Context: an optimization exercise on an open-source flow, tuned for small area. The choices shown serve that exercise and are no tape-out recipe.
Function was checked by simulation only, so behaviour that the tests miss may differ from the original.
No activity file was given, so power comes from the tool's default toggle rates.

## alpha
==> flow/design.v <==
module top (
    input  clk,
    input  rst,
    input  uart_rx_pin,
    output uart_tx_pin
);
reg  [31:0] r0, r1, r2, r3, r4, r5, r6, r7, r8;
reg  [3:0]  ph;
wire        wr_fpu, wr_sh, shin;
wire [31:0] fpu_word;
wire [5:0]  pc;
wire        txm, reply_over;
wire [3:0]  ring_done;
always @(posedge clk) begin
    r0 <= r1; r1 <= r2; r2 <= r3; r3 <= r4; r4 <= r5; r5 <= r6; r6 <= r7; r7 <= r8;
    r8 <= wr_fpu ? {fpu_word[7:0], fpu_word[15:8], fpu_word[23:16], fpu_word[31:24]} :
          wr_sh  ? {shin, r0[31:1]} : r0;
end
always @(posedge clk)
    if (rst) ph <= 0;
    else ph <= (ph == 8) ? 4'd0 : ph + 4'd1;
uart u (
    .clk(clk), .rst(rst), .rx(uart_rx_pin), .tx(uart_tx_pin),
    .ph(ph), .r0_lsb(r0[0]), .y0_ready(pc >= 15),
    .wr_sh(wr_sh), .shin(shin), .txm(txm), .words_in(ring_done),
    .reply_over(reply_over)
);
fpu f (
    .clk(clk), .rst(rst), .ph(ph),
    .X({r0[7:0], r0[15:8], r0[23:16], r0[31:24]}),
    .txm(txm), .words(ring_done), .reply_over(reply_over),
    .pc(pc), .wr(wr_fpu), .word(fpu_word)
);
endmodule
module uart (
    input            clk,
    input            rst,
    input            rx,
    output reg       tx,
    input      [3:0] ph,
    input            r0_lsb,
    input            y0_ready,
    output           wr_sh,
    output           shin,
    output reg       txm,        
    output     [3:0] words_in,   
    output           reply_over
);
reg        act;                  
reg [6:0]  cnt;
reg [3:0]  fb;                   
reg [4:0]  byt;
reg        full;                 
reg        nxt;                  
reg [3:0]  slot;
always @(*)
    if (!txm) slot = {1'b0, byt[4:2]};
    else case (byt[4:2])
        0: slot = 5; 1: slot = 4; 2: slot = 2; 3: slot = 6;
        4: slot = 1; 5: slot = 3; 6: slot = 8; default: slot = 0;
    endcase
wire tick = (cnt == 64);
wire mid  = (cnt == 31);
wire win  = mid || (cnt[6:3] == 4'd4);
wire dbit = txm ? !fb[3] : (fb != 0 && fb != 9);
assign wr_sh = act && win && dbit && (ph == slot);
assign shin = rx;
assign words_in = {full, byt[4:2]};
assign reply_over = txm && mid && (fb == 9) && full;
wire last = txm ? (fb == 7) : (fb == 8);
always @(posedge clk) begin
    if (rst) begin
        txm <= 0; act <= 0; byt <= 0; full <= 0; tx <= 1;
    end else begin
        if (act) begin
            cnt <= tick ? 7'd0 : cnt + 7'd1;
            if (tick) fb <= (fb == 9) ? 4'd0 : fb + 4'd1;
        end else begin
            cnt <= 0; fb <= 0;
        end
        if (wr_sh) nxt <= r0_lsb;
        if (act && tick && last) begin
            byt <= byt + 5'd1;
            if (byt == 31) full <= 1;
        end
        if (!txm) begin
            if (!act) begin
                if (full) begin
                    if (y0_ready) begin txm <= 1; act <= 1; tx <= 0; full <= 0; end
                end else if (!rx) act <= 1;
            end else if (mid && fb == 9) act <= 0;
        end else begin
            if (tick) begin
                if (fb < 8) tx <= nxt;
                else if (fb == 8) tx <= 1;
                else tx <= 0;
            end
            if (reply_over) begin txm <= 0; act <= 0; full <= 0; end
        end
    end
end
endmodule
module fpu (
    input             clk,
    input             rst,
    input      [3:0]  ph,
    input      [31:0] X,           
    input             txm,
    input      [3:0]  words,
    input             reply_over,
    output reg [5:0]  pc,
    output            wr,
    output     [31:0] word
);
wire [13:0] rom =
    (pc == 6'd0)  ? {2'd0, 4'd3, 4'd4, 4'd8} :
    (pc == 6'd1)  ? {2'd1, 4'd3, 4'd4, 4'd4} :
    (pc == 6'd2)  ? {2'd0, 4'd2, 4'd5, 4'd3} :
    (pc == 6'd3)  ? {2'd1, 4'd2, 4'd5, 4'd5} :
    (pc == 6'd4)  ? {2'd0, 4'd1, 4'd6, 4'd2} :
    (pc == 6'd5)  ? {2'd1, 4'd1, 4'd6, 4'd6} :
    (pc == 6'd6)  ? {2'd0, 4'd2, 4'd3, 4'd1} :
    (pc == 6'd7)  ? {2'd1, 4'd2, 4'd3, 4'd2} :
    (pc == 6'd8)  ? {2'd0, 4'd4, 4'd5, 4'd3} :
    (pc == 6'd9)  ? {2'd0, 4'd6, 4'd5, 4'd4} :
    (pc == 6'd10) ? {2'd0, 4'd0, 4'd7, 4'd5} :
    (pc == 6'd11) ? {2'd1, 4'd0, 4'd7, 4'd7} :
    (pc == 6'd12) ? {2'd0, 4'd5, 4'd8, 4'd0} :
    (pc == 6'd13) ? {2'd1, 4'd5, 4'd8, 4'd8} :
    (pc == 6'd14) ? {2'd0, 4'd0, 4'd1, 4'd5} :
    (pc == 6'd15) ? {2'd1, 4'd0, 4'd1, 4'd1} :
    (pc == 6'd16) ? {2'd0, 4'd2, 4'd8, 4'd0} :
    (pc == 6'd17) ? {2'd2, 4'd0, 4'd0, 4'd0} :
    (pc == 6'd18) ? {2'd0, 4'd8, 4'd0, 4'd2} :
    (pc == 6'd19) ? {2'd1, 4'd8, 4'd0, 4'd8} :
    (pc == 6'd20) ? {2'd0, 4'd6, 4'd7, 4'd0} :
    (pc == 6'd21) ? {2'd1, 4'd3, 4'd0, 4'd6} :
    (pc == 6'd22) ? {2'd2, 4'd3, 4'd2, 4'd3} :
    (pc == 6'd23) ? {2'd2, 4'd0, 4'd3, 4'd0} :
    (pc == 6'd24) ? {2'd2, 4'd6, 4'd1, 4'd6} :
    (pc == 6'd25) ? {2'd2, 4'd4, 4'd0, 4'd4} :
    (pc == 6'd26) ? {2'd0, 4'd3, 4'd6, 4'd3} :
    (pc == 6'd27) ? {2'd0, 4'd0, 4'd6, 4'd0} :
    (pc == 6'd28) ? {2'd0, 4'd4, 4'd7, 4'd6} :
    (pc == 6'd29) ? {2'd1, 4'd7, 4'd4, 4'd7} :
    (pc == 6'd30) ? {2'd0, 4'd6, 4'd0, 4'd4} :
    (pc == 6'd31) ? {2'd1, 4'd6, 4'd0, 4'd0} :
    (pc == 6'd32) ? {2'd1, 4'd7, 4'd3, 4'd6} :
                    {2'd0, 4'd3, 4'd7, 4'd3};
wire       is_mul = rom[13];
wire       is_sub = rom[12];
wire [3:0] sa = rom[11:8], sb = rom[7:4], sd = rom[3:0];
wire ready = txm || ((pc < 2) ? (words >= 5) : (pc < 4) ? (words >= 6) :
                     (pc < 10) ? (words >= 7) : words[3]);
localparam S_FETCH = 0, S_LDA = 1, S_LDB = 2, S_LDB2 = 3, S_ALIGN = 4,
           S_NORM = 5, S_MULIT = 6, S_MF0 = 7, S_WR = 8, S_SWAP = 9;
reg [3:0]  st;
reg [23:0] A, B;
reg [7:0]  E;
reg [4:0]  D;
reg        sgn, esub;
wire [3:0] want = (st == S_WR) ? sd : (st == S_LDB || st == S_SWAP) ? sb : sa;
wire       here = (ph == want);
reg [23:0] C;
always @(*)
    case (sb[1:0])
        0: C = 24'hb50481;
        1: C = 24'hc3f141;
        2: C = 24'h8a8c15;
        default: C = 24'ha73b64;
    endcase
wire k_dec = (sb[1:0] == 2'd1);    
wire k_inc = (sb[1:0] == 2'd3);    
wire [7:0] xe    = X[30:23];
wire       xh    = (xe != 0);
wire [8:0] ediff = {1'b0, E} - {1'b0, xe};
wire [4:0] dsat  = (ediff[7:5] != 0) ? 5'd31 : ediff[4:0];
reg  [23:0] opnd;
reg         inv, cin;
wire [23:0] bb = opnd ^ {24{inv}};
genvar gi;
wire [24:0] cy;
wire [24:0] sum;
assign cy[0] = cin;
generate for (gi = 0; gi < 24; gi = gi + 1) begin : rca
    assign sum[gi]  = A[gi] ^ bb[gi] ^ cy[gi];
    assign cy[gi+1] = (A[gi] & bb[gi]) | (cy[gi] & (A[gi] ^ bb[gi]));
end endgenerate
assign sum[24] = inv ^ cy[24];
wire g = B[23], rr = B[22], sticky = |B[21:0];
wire E255  = (E == 8'hff);
wire Ezero = (E == 8'h00);
wire tiny2 = E255 && k_dec;
always @(*) begin
    opnd = 24'd0; inv = 1'b0; cin = 1'b0;
    case (st)
        S_ALIGN: begin opnd = B; inv = esub; cin = esub; end
        S_MULIT: opnd = B[0] ? C : 24'd0;
        S_MF0:   cin = !Ezero && !tiny2 && A[23] && g && (rr || sticky || A[0]);
        default: ;
    endcase
end
wire zall = !is_mul && (!A[23] || E255);
assign word = {sgn & !zall, E & {8{!zall}}, A[22:0] & {23{!(zall || E255)}}};
assign wr = (st == S_WR) && here;
always @(posedge clk) begin
    B <= {1'b0, B[23:1]};
    D <= D - 5'd1;
    if (rst) begin
        st <= S_FETCH;
        pc <= 0;
    end else begin
        case (st)
            S_FETCH: if (pc != 34 && ready) st <= S_LDA;
            S_LDA: if (here) begin
                E <= xe; sgn <= X[31];
                if (is_mul) begin
                    A <= 24'd0; B <= {1'b1, X[22:0]}; D <= 5'd23; st <= S_MULIT;
                end else begin
                    A <= {xh, X[22:0]}; st <= S_LDB;
                end
            end
            S_LDB, S_SWAP: if (here) begin
                if (st == S_LDB) esub <= sgn ^ X[31] ^ is_sub;
                if (st == S_LDB && !ediff[8]) begin
                    B <= {xh, X[22:0]}; D <= dsat; st <= S_ALIGN;
                end else begin
                    A <= {xh, X[22:0]}; E <= xe; sgn <= X[31] ^ is_sub; st <= S_LDB2;
                end
            end
            S_LDB2: if (here) begin
                B <= {xh, X[22:0]}; D <= dsat; st <= S_ALIGN;
            end
            S_ALIGN: if (D == 0) begin
                if (sum[24] && esub) st <= S_SWAP;    
                else begin
                    if (sum[24]) begin
                        A <= sum[24:1];
                        if (!E255) E <= E + 8'd1;
                    end else
                        A <= sum[23:0];
                    st <= S_NORM;
                end
            end else
                B <= {1'b0, B[23:1]};
            S_NORM: if (A[23] || D == 5'd8) st <= S_WR;
                else begin A <= {A[22:0], 1'b0}; E <= E - 8'd1; end
            S_MULIT: begin
                A <= sum[24:1];
                B <= {sum[0], B[23:1]};
                if (D == 0) begin
                    st <= S_MF0;
                    if (k_dec) E <= E - 8'd1;
                    if (k_inc) E <= E + 8'd1;
                end
            end
            S_MF0: begin
                if (Ezero) begin
                    A <= sum[24:1]; st <= S_WR;
                end else if (tiny2) begin
                    A <= sum[24:1]; E <= E + 8'd1;
                end else if (!A[23]) begin
                    A <= {A[22:0], g}; E <= E - 8'd1; st <= S_WR;
                end else begin
                    A <= sum[23:0]; st <= S_WR;
                end
            end
            S_WR: if (here) begin
                pc <= pc + 6'd1; st <= S_FETCH;
            end
            default: st <= S_FETCH;
        endcase
        if (reply_over) pc <= 0;
    end
end
endmodule
==> flow/config.mk <==
export PLATFORM = sky130hd
export DESIGN_NAME = top
export DESIGN_NICKNAME = top
export VERILOG_FILES = /design/flow/design.v
export SDC_FILE = /design/flow/constraint.sdc
export NUM_CORES = 8
export LEC_CHECK = 0
export CAP_MARGIN = 20
export CORE_MARGIN = 2
export CORE_UTILIZATION = 70
export SLEW_MARGIN = 20
==> flow/constraint.sdc <==
create_clock -name core_clock -period 16.668 [get_ports {clk}]
set_input_delay 3.3336 -clock core_clock [delete_from_list [all_inputs] [get_ports {clk}]]
set_output_delay 3.3336 -clock core_clock [all_outputs]
set_load 0.01 [all_outputs]
standard.sh (not shown) runs the stock make flow with config.mk's settings and CLKGATE_MAP_FILE= SYNTH_SCRIPT=/design/flow/synth_recipe.tcl, a recipe that flattens the netlist after the stock synthesis.
==> flow/flow/run.sh <==
#!/bin/bash
# Own layout flow: the standard ORFS flow (standard.sh) with these changes.
#  - Synthesis maps the logic with an area-oriented ABC script (deepsyn, then
#    &nf), and its adder step extracts full adders only (no half adders).
#    Registers are mapped before either step runs, so they are the standard
#    synthesis's registers.
#  - Clock tree synthesis without dummy loads and with larger sink clusters.
# All tool output goes to standard_flow.log here (and ORFS's own logs).
set -euo pipefail
HERE=$(pwd)
rm -rf "$HERE/own_scripts"
cp -r "$FLOW_HOME/scripts" "$HERE/own_scripts"
cp "$HERE/flow/abc_area_deep.script" "$HERE/own_scripts/abc_speed.script"
sed -i 's/^  extract_fa {\*}\[dont_use_extract_fa_args\]/  extract_fa -fa {*}[dont_use_extract_fa_args]/' "$HERE/own_scripts/synth.tcl"
grep -q "extract_fa -fa" "$HERE/own_scripts/synth.tcl"
CTS="-sink_clustering_enable -repair_clock_nets -dont_use_dummy_load -buf_list sky130_fd_sc_hd__clkbuf_16 -sink_clustering_size 25 -sink_clustering_max_diameter 90"
bash standard.sh SCRIPTS_DIR="$HERE/own_scripts" "CTS_ARGS=$CTS" finish > "$HERE/standard_flow.log" 2>&1
==> flow/flow/abc_area_deep.script <==
&get -n
&st
&deepsyn -T 60
&dch
&nf -R 1000
&put
diff inputs: alpha => gamma
-- flow/design.v --
<<< alpha, line 42
    input            y0_ready,
    output           wr_sh,
    output           shin,
    output reg       txm,        
    output     [3:0] words_in,   
>>> gamma, line 42
    input            y0_ready,
    output           wr_sh,
    output reg       shin,
    output reg       txm,        
    output     [3:0] words_in,   
<<< alpha, line 52
reg [4:0]  byt;
reg        full;                 
reg        nxt;                  
reg [3:0]  slot;
always @(*)
>>> gamma, line 52
reg [4:0]  byt;
reg        full;                 
reg        pend;                 
reg [3:0]  slot;
always @(*)
<<< alpha, line 60
        4: slot = 1; 5: slot = 3; 6: slot = 8; default: slot = 0;
    endcase
wire tick = (cnt == 64);
wire mid  = (cnt == 31);
wire win  = mid || (cnt[6:3] == 4'd4);
wire dbit = txm ? !fb[3] : (fb != 0 && fb != 9);
assign wr_sh = act && win && dbit && (ph == slot);
assign shin = rx;
assign words_in = {full, byt[4:2]};
assign reply_over = txm && mid && (fb == 9) && full;
wire last = txm ? (fb == 7) : (fb == 8);
always @(posedge clk) begin
    if (rst) begin
        txm <= 0; act <= 0; byt <= 0; full <= 0; tx <= 1;
    end else begin
        if (act) begin
>>> gamma, line 60
        4: slot = 1; 5: slot = 3; 6: slot = 8; default: slot = 0;
    endcase
assign wr_sh = (ph == slot) && (txm ? (!pend && !fb[3]) : pend);
assign words_in = {full, byt[4:2]};
wire tick = (cnt == 64);
wire mid  = (cnt == 31);
assign reply_over = txm && mid && (fb == 9) && full;
wire last = txm ? (fb == 7) : (fb == 8);
always @(posedge clk) begin
    if (rst) begin
        txm <= 0; act <= 0; byt <= 0; full <= 0; pend <= 0; tx <= 1;
    end else begin
        if (act) begin
<<< alpha, line 79
            cnt <= 0; fb <= 0;
        end
        if (wr_sh) nxt <= r0_lsb;
        if (act && tick && last) begin
            byt <= byt + 5'd1;
            if (byt == 31) full <= 1;
        end
        if (!txm) begin
>>> gamma, line 76
            cnt <= 0; fb <= 0;
        end
        if (wr_sh) begin
            pend <= txm;
            if (txm) shin <= r0_lsb;
            if (last) begin
                byt <= byt + 5'd1;
                if (byt == 31) full <= 1;
            end
        end
        if (!txm) begin
<<< alpha, line 89
                    if (y0_ready) begin txm <= 1; act <= 1; tx <= 0; full <= 0; end
                end else if (!rx) act <= 1;
            end else if (mid && fb == 9) act <= 0;
        end else begin
            if (tick) begin
                if (fb < 8) tx <= nxt;
                else if (fb == 8) tx <= 1;
                else tx <= 0;
>>> gamma, line 89
                    if (y0_ready) begin txm <= 1; act <= 1; tx <= 0; full <= 0; end
                end else if (!rx) act <= 1;
            end else if (mid) begin
                if (fb == 9) act <= 0;
                else if (fb != 0) begin shin <= rx; pend <= 1; end
            end
        end else begin
            if (tick) begin
                if (fb < 8) begin tx <= shin; pend <= 0; end
                else if (fb == 8) tx <= 1;
                else tx <= 0;
### Flow results
gamma has total power below what alpha had.
Higher part of the cycle the worst path needs goes to alpha over gamma.
Going from alpha to gamma, power share of the combinational group shrinks by 1.3 points.
Against alpha, via count in gamma fell slightly.
In the metrics for alpha and gamma, the one carrying the lower routed wire length is alpha.
On share of final layout cell area taken by clock buffers and inverters, alpha and gamma are basically level.

separate check: timing with driven ports:
How much do the figures lean on ideal ports? The routed layouts below were timed once more, with nothing changed but the port constraints. Step 1 sets driving cells, clkbuf_16 on the clock port and buf_2 on the other inputs (assumed; they add their load-dependent delay and slew). Step 2 adds t to the input delays and takes it off the output delays; t is the mean of the earliest and latest rising clock arrival at the registers after step 1. Input paths then give back, and output paths get back, about the clock's delay inside the block. a / b / c = no drivers / after step 1 / after step 2; a / b = the first two.
run	t (ns)	slack for setup (ns)	hold WS [ns]	worst setup path after step 2	worst register clock-pin slew, ns
alpha	0.553	2.003 / 2.003 / 2.003	0.300 / 0.300 / 0.300	register to register	0.10 / 0.10
gamma	0.555	2.242 / 2.242 / 2.242	0.311 / 0.311 / 0.311	register to register	0.10 / 0.10
After both steps setup and hold are still met in every run listed.
